Source: an optimization exercise on an open RTL-to-GDS flow (aim: small area). Production flows keep margins and buffers that such runs may drop.
Function was checked by simulation only, so behaviour that the tests miss may differ from the original.

## rev 12
Design fp_dot4, start of the top module:
module fp_dot4 (
    input  wire         clk,
    input  wire         rst,
    input  wire         in_valid,
    input  wire [127:0] a,
    input  wire [127:0] b,
    output wire         out_valid,
    output wire [31:0]  result
);
clock: 11.0 ns
lec_check: 0
cap_margin: 20
core_margin: 2
core_utilization: 68
place_density: 0.78
slew_margin: 20
synth_hierarchical: 1
synth_minimum_keep_size: 0
run.sh (not shown) runs the stock make flow with config.mk's settings and CLKGATE_MAP_FILE= SYNTH_SCRIPT=/design/flow/synth_recipe.tcl, a recipe that flattens the netlist after the stock synthesis.
Rev 12 reached the final stage; the timing, DRC and antenna checks on its layout passed.
[inputs] rev 13 vs rev 12
Settings: PLACE_DENSITY now 0.85, was 0.78; GPL_TIMING_DRIVEN now 0, previously not set; CORE_UTILIZATION now 75, was 68.
==> flow/flow/run.sh (new file) <==
#!/bin/bash
# The standard layout (the standard.sh: ORFS from synthesis to the final
# layout), with two ORFS options the standard layout leaves at their
# defaults:
#  - the port buffers are sky130_fd_sc_hd__buf_1 instead of the delay cell
#    buffer_ports picks by default (the resizer still upsizes them where
#    timing or slew needs it);
#  - after synthesis, flow/downsize.tcl sets combinational cells to drive
#    strength 1 (ORFS's POST_SYNTH_TCL hook), leaving sizing to the resizer.
# make's full output goes to standard_make.log in this folder; each ORFS step
# also keeps its own log under orfs/logs/.
set -euo pipefail
export BUFFER_PORTS_ARGS="-buffer_cell sky130_fd_sc_hd__buf_1"
export POST_SYNTH_TCL="$PWD/flow/downsize.tcl"
bash standard.sh > standard_make.log 2>&1
==> flow/flow/downsize.tcl (new file) <==
# Sourced by ORFS's synth_odb step (POST_SYNTH_TCL), after the synthesised
# netlist is loaded: every combinational cell that synthesis mapped to a
# drive strength above 1 goes back to the drive-1 cell of the same function
# and pins (ABC sizes gates for loads it only guesses at). Flip-flops, clock
# cells and tie cells keep theirs. The resizer in the later steps sizes up
# again where slew, capacitance or timing need it.
set db [ord::get_db]
set n 0
foreach inst [[ord::get_db_block] getInsts] {
  set name [[$inst getMaster] getName]
  if {![regexp {^(sky130_fd_sc_hd__[a-z0-9]+)_([0-9]+)$} $name -> base drive]} { continue }
  if {$drive <= 1} { continue }
  if {[regexp {dfxtp|dfrtp|dfstp|clk|conb|lpflow|probe|tap|fill|decap|dlygate|dlymetal} $base]} { continue }
  set nm [$db findMaster ${base}_1]
  if {$nm eq "NULL"} { continue }
  if {[catch {$inst swapMaster $nm} err]} { puts "downsize: kept $name ([$inst getName]): $err"; continue }
  incr n
}
puts "downsize: $n instances set to drive strength 1"
==> flow/standard.sh (new file) <==
#!/bin/bash
# synth_recipe.tcl (not shown) runs the flow's synth.tcl, then flattens the netlist and writes it again
# the make line also repeats each setting of config.mk as NAME=value (left out here)
make -C /OpenROAD-flow-scripts/flow DESIGN_CONFIG=/design/flow/config.mk WORK_HOME=/design/flow/orfs CLKGATE_MAP_FILE= SYNTH_SCRIPT=/design/flow/synth_recipe.tcl "${@:-finish}"
removed: flow/run.sh
- Rev 13 failed in global routing (5_1_grt) with GRT-0232.
- Per the comparison of rev 13 with rev 12, total number of H-tree levels about even; count of cells resized by post-cts repair rose 111; number of post-CTS setup repair buffers rose 1; cell total after placement about even; number of buffers inserted during clock tree synthesis fell about 7%.
- In the flow results for rev 13 and rev 12, the overall die width is larger on rev 12.
- Going from rev 12 to rev 13, synthesized area down 2.5%; post-synthesis average cell area down 2.5%.

---

Setup of job 101:
fp_dot4 again, from the RTL that the note above started with.
Settings: LEC_CHECK=0, CAP_MARGIN=5, CORE_MARGIN=2, CORE_UTILIZATION=68, PLACE_DENSITY=0.78, SLEW_MARGIN=5, SYNTH_HIERARCHICAL=1, SYNTH_MINIMUM_KEEP_SIZE=0; clock period 11.0 ns.
Stock flow here: none of the scripts above is used.
diff inputs: job 101 => job 102
==> flow/flow/run.sh (new file) <==
#!/bin/bash
# The standard layout (the standard.sh: ORFS from synthesis to the final
# layout), with two ORFS options the standard layout leaves at their
# defaults:
#  - the port buffers are sky130_fd_sc_hd__buf_1 instead of the delay cell
#    buffer_ports picks by default (the resizer still upsizes them where
#    timing or slew needs it);
#  - after synthesis, flow/downsize.tcl sets combinational cells to drive
#    strength 1 (ORFS's POST_SYNTH_TCL hook), leaving sizing to the resizer.
# make's full output goes to standard_make.log in this folder; each ORFS step
# also keeps its own log under orfs/logs/.
set -euo pipefail
export BUFFER_PORTS_ARGS="-buffer_cell sky130_fd_sc_hd__buf_1"
export POST_SYNTH_TCL="$PWD/flow/downsize.tcl"
bash standard.sh > standard_make.log 2>&1
==> flow/flow/downsize.tcl (new file) <==
# Sourced by ORFS's synth_odb step (POST_SYNTH_TCL), after the synthesised
# netlist is loaded: every combinational cell that synthesis mapped to a
# drive strength above 1 goes back to the drive-1 cell of the same function
# and pins (ABC sizes gates for loads it only guesses at). Flip-flops, clock
# cells and tie cells keep theirs. The resizer in the later steps sizes up
# again where slew, capacitance or timing need it.
set db [ord::get_db]
set n 0
foreach inst [[ord::get_db_block] getInsts] {
  set name [[$inst getMaster] getName]
  if {![regexp {^(sky130_fd_sc_hd__[a-z0-9]+)_([0-9]+)$} $name -> base drive]} { continue }
  if {$drive <= 1} { continue }
  if {[regexp {dfxtp|dfrtp|dfstp|clk|conb|lpflow|probe|tap|fill|decap|dlygate|dlymetal} $base]} { continue }
  set nm [$db findMaster ${base}_1]
  if {$nm eq "NULL"} { continue }
  if {[catch {$inst swapMaster $nm} err]} { puts "downsize: kept $name ([$inst getName]): $err"; continue }
  incr n
}
puts "downsize: $n instances set to drive strength 1"
==> flow/standard.sh (new file) <==
#!/bin/bash
# synth_recipe.tcl (not shown) runs the flow's synth.tcl, then flattens the netlist and writes it again
# the make line also repeats each setting of config.mk as NAME=value (left out here)
make -C /OpenROAD-flow-scripts/flow DESIGN_CONFIG=/design/flow/config.mk WORK_HOME=/design/flow/orfs CLKGATE_MAP_FILE= SYNTH_SCRIPT=/design/flow/synth_recipe.tcl "${@:-finish}"
--- a/flow/config.mk
+++ b/flow/config.mk
@@ -8 +8 @@
-export CAP_MARGIN = 5
+export CAP_MARGIN = 20
@@ -12 +12 @@
-export SLEW_MARGIN = 5
+export SLEW_MARGIN = 20
removed: flow/run.sh
## What came out
- Compared with job 101, job 102 shows a higher slack of the critical path.
- Taking job 101 as the reference point, the post-synthesis to final-layout area growth of job 102 falls by 0.88 points.
- In the metrics for job 102 and job 101, the one carrying the lower cell count of the worst reg-to-reg path is job 102.
- Job 101 reports its end of the critical path as result[8] while job 102 reports sum01_r[22].
- Summary — final RePlAce weighted congestion, job 102 relative to job 101: higher, by 4.0%.
- Met2 routing resource usage after global routing delta for job 102 relative to job 101: 1.2 points lower

re-timing with driven ports:
Ports are ideal in the flow. The routed layouts listed here were re-timed in OpenROAD. Step 1: set_driving_cell puts a clkbuf_16 on clk and a buf_2 on each other input, an assumption about the parent block. Step 2 moves the port delays by t, midway between the first and last clock arrival at a register: inputs arrive t later, outputs are due t later. That takes back most of the time a late clock gives input paths. a / b / c = no drivers / after step 1 / after step 2; a / b = the first two.
run | t (ns) | setup WS [ns] | worst setup path after step 2 | worst register clock-pin slew, ns | worst data-port slew with drivers (ns)
rev 12 | 0.737 | 0.546 / 0.467 / 0.003 | input to register | 0.08 / 0.08 | 0.09
job 101 | 0.737 | 0.529 / 0.451 / -0.041 | input to register | 0.08 / 0.08 | 0.09
job 102 | 0.726 | 0.606 / 0.606 / 0.045 | input to register | 0.07 / 0.07 | 0.19
Met with ideal ports but missed after step 2: setup timing in job 101. For job 101, which loses most, drivers alone change the setup slack by -0.078 ns; drivers and shift together by -0.570 ns.
